This design comes from an exercise in tuning for small area, a short achievable clock period and few clock cycles on the open sky130 flow, not from production work. At most, simulation tests tie the RTL to the original design; equivalence was not proved. The clock input has no modelled driver; a real chip could not lean on it and would need a root buffer or a full tree.

// cb_seg
module cb_seg(
    input wire clk,
    input wire reset,
    input wire[11:0] tb_size_in,
    input wire wreq_size,
    output wire rreq_data,
    input wire[7:0] tb_in,
    output wire cb_valid,
    output wire[7:0] cb_data,
    output wire cb_size,
    output wire cb_start
);
reg [10:0] wq [0:32];
reg [32:0] v;
wire       release_cur;
wire [32:0] fa;      
wire [31:0] mv;      
assign fa[32] = 1'b1;
genvar g;
generate for (g = 0; g < 32; g = g + 1) begin : q
    assign fa[g] = fa[g+1] & v[g+1];
    assign mv[g] = v[g] & ~fa[g];
    always @(posedge clk)
        if (mv[g]) wq[g+1] <= wq[g];
end endgenerate
always @(posedge clk)
    if (wreq_size) wq[0] <= tb_size_in[10:0];
always @(posedge clk or posedge reset)
    if (reset) v <= 33'd0;
    else begin
        v[0] <= wreq_size | (v[0] & ~mv[0]);
        v[32] <= mv[31] | (v[32] & ~release_cur);
        v[31:1] <= mv[30:0] | (v[31:1] & ~mv[31:1]);
    end
wire [10:0] cur = wq[32];
localparam IDLE = 2'd0, BODY = 2'd2, CRC = 2'd3;
reg [1:0]  ph;
reg [10:0] p;
reg        fill;     
reg        fe;       
reg        lastnc;   
reg        twob;     
  ...
Size in the first run: ~890 cells after synthesis, roughly 460 flip-flops, about 16,000 um^2 of cells after synthesis.
==> flow/config.mk <==
export PLATFORM = sky130hd
export DESIGN_NAME = cb_seg
export DESIGN_NICKNAME = cb_seg
export VERILOG_FILES = /design/flow/design.v
export SDC_FILE = /design/flow/constraint.sdc
export NUM_CORES = 4
export LEC_CHECK = 0
export CAP_MARGIN = 20
export CORE_MARGIN = 2
export CORE_UTILIZATION = 40
export CTS_CLUSTER_DIAMETER = 60
export CTS_CLUSTER_SIZE = 30
export SETUP_SLACK_MARGIN = 2.95
export SLEW_MARGIN = 20
==> flow/constraint.sdc <==
create_clock -name core_clock -period 5.0 [get_ports {clk}]
set_input_delay 1.0000 -clock core_clock [delete_from_list [all_inputs] [get_ports {clk}]]
set_output_delay 1.0000 -clock core_clock [all_outputs]
set_load 0.01 [all_outputs]
standard.sh (not shown) runs the stock make flow with config.mk's settings and CLKGATE_MAP_FILE= SYNTH_SCRIPT=/design/flow/synth_recipe.tcl, a recipe that flattens the netlist after the stock synthesis.
==> flow/flow/run.sh <==
#!/bin/bash
# The standard layout with two changes to how it is made: the clock tree gets
# no dummy loads, and the port buffers are the smallest buffer cell.
set -e
export CTS_ARGS="-sink_clustering_enable -repair_clock_nets -sink_clustering_size 30 -sink_clustering_max_diameter 60 -dont_use_dummy_load"
export BUFFER_PORTS_ARGS="-buffer_cell sky130_fd_sc_hd__buf_1"
cp standard.sh standard_sh_copy.txt
bash standard.sh > standard.log 2>&1
The baseline went through all stages and came out clean.
Edit:
==> flow/flow/run.sh (replaced) <==
#!/bin/bash
# The standard layout with three changes to how it is made: the clock tree
# gets no dummy loads, its middle level of buffers is removed after CTS
# (collapse_clock.tcl) so it has two levels, and the port buffers are the
# smallest buffer cell.
set -e
export CTS_ARGS="-sink_clustering_enable -repair_clock_nets -sink_clustering_size 50 -sink_clustering_max_diameter 55 -dont_use_dummy_load"
export BUFFER_PORTS_ARGS="-buffer_cell sky130_fd_sc_hd__buf_1"
export POST_CTS_TCL="$PWD/flow/collapse_clock.tcl"
bash standard.sh > standard.log 2>&1
==> flow/flow/collapse_clock.tcl (new file) <==
# Collapse the clock tree to two buffer levels: every clock buffer that only
# drives other clock buffers is removed and its loads are moved onto the net
# that drives it, so the root buffer drives the leaf buffers directly.
set block [ord::get_db_block]
proc clkbuf_out {inst} {
  foreach it [$inst getITerms] {
    if {[$it isOutputSignal]} { return [$it getNet] }
  }
  return "NULL"
}
proc is_clkbuf {inst} {
  return [string match "sky130_fd_sc_hd__clkbuf_*" [[$inst getMaster] getName]]
}
set port_net [$block findNet clk]
set root ""
foreach it [$port_net getITerms] { set root [$it getInst] }
set root_net [clkbuf_out $root]
set changed 1
while {$changed} {
  set changed 0
  foreach it [$root_net getITerms] {
    set inst [$it getInst]
    if {$inst == $root || ![$it isInputSignal] || ![is_clkbuf $inst]} { continue }
    set onet [clkbuf_out $inst]
    set all_bufs 1
    foreach lit [$onet getITerms] {
      set li [$lit getInst]
      if {$li == $inst} { continue }
      if {![is_clkbuf $li]} { set all_bufs 0 }
    }
    if {!$all_bufs} { continue }
    set loads {}
    foreach lit [$onet getITerms] {
      if {[$lit getInst] != $inst} { lappend loads $lit }
    }
    foreach lit $loads {
      $lit disconnect
      $lit connect $root_net
    }
    puts "collapse_clock: removed [$inst getName], moved [llength $loads] loads to [$root_net getName]"
    odb::dbInst_destroy $inst
    odb::dbNet_destroy $onet
    set changed 1
    break
  }
}
estimate_parasitics -placement
report_clock_latency
- SETUP_SLACK_MARGIN: 2.95 -> 3.0
Non-clock buffer count shrinks by 11.
Setup slack degrades by 0.040 ns.
First-iteration DRC count rises by about 19%.
Global-route usage rose by 0.82 points.
Clock skew drops by 0.023 ns.
Cell count went down by 0.86%.
Edit:
==> flow/flow/run.sh (replaced) <==
#!/bin/bash
# The standard layout with two changes to how it is made: the clock tree gets
# no dummy loads, and the port buffers are the smallest buffer cell.
set -e
export CTS_ARGS="-sink_clustering_enable -repair_clock_nets -sink_clustering_size 30 -sink_clustering_max_diameter 60 -dont_use_dummy_load"
export BUFFER_PORTS_ARGS="-buffer_cell sky130_fd_sc_hd__buf_1"
cp standard.sh standard_sh_copy.txt
bash standard.sh > standard.log 2>&1
removed: flow/flow/collapse_clock.tcl
Outcome:
- worst setup slack improves by 0.013 ns
- routed wire length goes up by 1.7%
- maximum frequency goes up by 0.62%
- count of clock-buffer cells in the layout goes up by 1
Edit:
- SETUP_SLACK_MARGIN: 3.0 -> 2.85
Effect:
- The changed run completed without violations
- via count falls by 2.9%
- die area stays the same
- final area falls by 3.0%
- global-route usage goes down by 0.18 points
No functional check of the RTL was part of any run of this note.

---

The RTL this note starts from:
==> flow/design.v <==
module cb_seg(
    input wire clk,
    input wire reset,
    input wire[11:0] tb_size_in,
    input wire wreq_size,
    output wire rreq_data,
    input wire[7:0] tb_in,
    output wire cb_valid,
    output wire[7:0] cb_data,
    output wire cb_size,
    output wire cb_start
);
reg [10:0] wq [0:32];
reg [32:0] v;
wire       release_cur;
wire [32:0] fa;      
wire [31:0] mv;      
assign fa[32] = 1'b1;
genvar g;
generate for (g = 0; g < 32; g = g + 1) begin : q
    assign fa[g] = fa[g+1] & v[g+1];
    assign mv[g] = v[g] & ~fa[g];
    always @(posedge clk)
        if (mv[g]) wq[g+1] <= wq[g];
end endgenerate
always @(posedge clk)
    if (wreq_size) wq[0] <= tb_size_in[10:0];
always @(posedge clk or posedge reset)
    if (reset) v <= 33'd0;
    else begin
        v[0] <= wreq_size | (v[0] & ~mv[0]);
        v[32] <= mv[31] | (v[32] & ~release_cur);
        v[31:1] <= mv[30:0] | (v[31:1] & ~mv[31:1]);
    end
wire [10:0] cur = wq[32];
localparam IDLE = 2'd0, BODY = 2'd2, CRC = 2'd3;
reg [1:0]  ph;
reg [10:0] p;
reg        fill;     
reg        fe;       
reg        lastnc;   
reg        twob;     
reg        big;      
reg        sob;      
reg        blk2;     
reg [1:0]  cc;       
wire c_gt132 = cur > 11'd132;
wire c_gt768 = cur > 11'd768;
wire c_gt894 = cur > 11'd894;
wire c_nofill = (cur == 11'd132) | (cur == 11'd768) | (cur == 11'd894) | (cur == 11'd1530);
wire c_fill1  = (cur == 11'd131) | (cur == 11'd767) | (cur == 11'd893) | (cur == 11'd1529);
wire p_fe = twob ? (big ? (p == 11'd1528) : (p == 11'd892))
                 : (big ? (p == 11'd766) : (p == 11'd130));
wire tb_last = (ph == BODY & lastnc & ~twob) | (ph == CRC & cc == 2'd2 & blk2);
wire start = v[32] & ((ph == IDLE) | tb_last);
wire fill_end = (ph == BODY) & fill & fe;
assign release_cur = (start & c_nofill) | fill_end;
always @(posedge clk or posedge reset)
    if (reset) ph <= IDLE;
    else if (start) ph <= BODY;
    else case (ph)
        BODY: if (lastnc) ph <= twob ? CRC : IDLE;
        CRC:  if (cc == 2'd2) ph <= blk2 ? IDLE : BODY;
        default: ;
    endcase
always @(posedge clk) begin
    if (start) begin
        p      <= cur;
        fill   <= ~c_nofill;
        fe     <= c_fill1;
        lastnc <= 1'b0;
        twob   <= c_gt768;
        big    <= c_gt132 & ~(c_gt768 & ~c_gt894);
        sob    <= 1'b1;
        blk2   <= 1'b0;
    end else case (ph)
        BODY: begin
            sob <= 1'b0;
            cc  <= 2'd0;
            if (fill) begin
                if (fe) begin
                    p      <= cur;
                    fill   <= 1'b0;
                    lastnc <= (cur == 11'd1);
                end else begin
                    p      <= p + 11'd1;
                    fe     <= p_fe;
                end
            end else begin
                p      <= p - 11'd1;
                lastnc <= (p == 11'd2) | (twob & ~blk2 & (p == 11'd767));
            end
        end
        CRC: begin
            cc <= cc + 2'd1;
            if (cc == 2'd2) begin
                blk2 <= 1'b1;
                big  <= 1'b1;
                sob  <= 1'b1;
            end
        end
        default: ;
    endcase
end
wire is_v    = ph[1];                       
wire is_data = (ph == BODY) & ~fill;
wire is_crc  = (ph == CRC);
reg s1_v, s2_v, s1_d, s2_d, s1_c, s2_c;
reg [1:0] s1_cc, s2_cc;
reg s1_st, s2_st, s1_sz, s2_sz;
reg rreq_q;
assign rreq_data = rreq_q;
always @(posedge clk or posedge reset)
    if (reset) begin
        s1_v <= 1'b0; s2_v <= 1'b0; rreq_q <= 1'b0;
    end else begin
        s1_v <= is_v; s2_v <= s1_v; rreq_q <= is_data;
    end
always @(posedge clk) begin
    s1_d <= is_data; s1_c <= is_crc; s1_cc <= cc; s1_st <= sob; s1_sz <= big;
    s2_d <= s1_d;    s2_c <= s1_c;   s2_cc <= s1_cc; s2_st <= s1_st; s2_sz <= s1_sz;
end
reg [7:0]  ob;       
reg        ov, ost, osz, onc;
reg [23:0] crc;
assign cb_valid = ov;
assign cb_data  = ob;
assign cb_start = ost;
assign cb_size  = osz;
function [23:0] crc_next(input [23:0] s, input [7:0] d);
    reg [23:0] r;
    integer k;
    begin
        r = s;
        for (k = 0; k < 8; k = k + 1)
            r = {r[22:0], 1'b0} ^ ((r[23] ^ d[k]) ? 24'h800063 : 24'h0);
        crc_next = r;
    end
endfunction
wire [23:0] crc_n = crc_next(crc, ob);
always @(posedge clk or posedge reset)
    if (reset) ov <= 1'b0;
    else       ov <= s2_v;
always @(posedge clk) begin
    ost <= s2_st;
    osz <= s2_sz;
    onc <= ~s2_c;
    if (s2_c)
        ob <= (s2_cc == 2'd0) ? crc_n[7:0] : (s2_cc == 2'd1) ? crc[15:8] : crc[23:16];
    else
        ob <= s2_d ? tb_in : 8'h00;
    if (s2_v & s2_st) crc <= 24'hffffff;
    else if (ov & onc) crc <= crc_n;
end
endmodule
==> flow/config.mk <==
export PLATFORM = sky130hd
export DESIGN_NAME = cb_seg
export DESIGN_NICKNAME = cb_seg
export VERILOG_FILES = /design/flow/design.v
export SDC_FILE = /design/flow/constraint.sdc
export NUM_CORES = 4
export LEC_CHECK = 0
export CAP_MARGIN = 20
export CORE_MARGIN = 2
export CORE_UTILIZATION = 65
export CTS_CLUSTER_DIAMETER = 60
export CTS_CLUSTER_SIZE = 40
export SETUP_SLACK_MARGIN = 3.0
export SLEW_MARGIN = 20
==> flow/constraint.sdc <==
create_clock -name core_clock -period 5.0 [get_ports {clk}]
set_input_delay 1.0000 -clock core_clock [delete_from_list [all_inputs] [get_ports {clk}]]
set_output_delay 1.0000 -clock core_clock [all_outputs]
set_load 0.01 [all_outputs]
run.sh (not shown) runs the stock make flow with config.mk's settings and CLKGATE_MAP_FILE= SYNTH_SCRIPT=/design/flow/synth_recipe.tcl, a recipe that flattens the netlist after the stock synthesis.
Stock flow here: none of the scripts above is used.
Testbench counts at the start, summed over its fixed seeds: cycles 1,060,569.
Next try:
CORE_UTILIZATION = 40   (was 65)
CTS_CLUSTER_SIZE = 30   (was 40)
Effect: The new run finished clean. Sequential share of layout area shrinks by 0.29 points. Design area came out higher by 0.41%. Non-clock buffer count shrinks by 19. Utilization shrinks by 30 points.

[what the ideal ports hide]
How much do the figures lean on ideal ports? The routed layouts below were timed once more, with nothing changed but the port constraints.
Step 1, drivers: a clkbuf_16 drives clk and a buf_2 each remaining input, both assumed.
Step 2 also shifts input and output timing later by t, the mid clock arrival at the registers, as if the neighbouring blocks saw the same clock.
a / b / c = ideal ports / drivers / drivers and shift; a / b = the first two.
run | shift t [ns] | setup slack, ns | worst hold slack (ns)
the first run of note 1 | 0.617 | 2.920 / 2.868 / 2.951 | 0.331 / 0.331 / 0.331
the second run of note 1 | 0.642 | 2.880 / 2.828 / 2.940 | 0.333 / 0.333 / 0.333
the third run of note 1 | 0.605 | 2.893 / 2.841 / 2.948 | 0.334 / 0.334 / 0.334
the fourth run of note 1 | 0.607 | 2.905 / 2.853 / 2.905 | 0.320 / 0.320 / 0.320
the first run of note 2 | 0.604 | 2.901 / 2.854 / 2.804 | 0.334 / 0.334 / 0.334
the second run of note 2 | 0.615 | 2.913 / 2.863 / 2.855 | 0.329 / 0.329 / 0.329
After both steps every run listed still meets setup and hold. The setup slack of the first run of note 2, which loses most, moves by -0.047 ns with the drivers and by -0.097 ns with both steps.
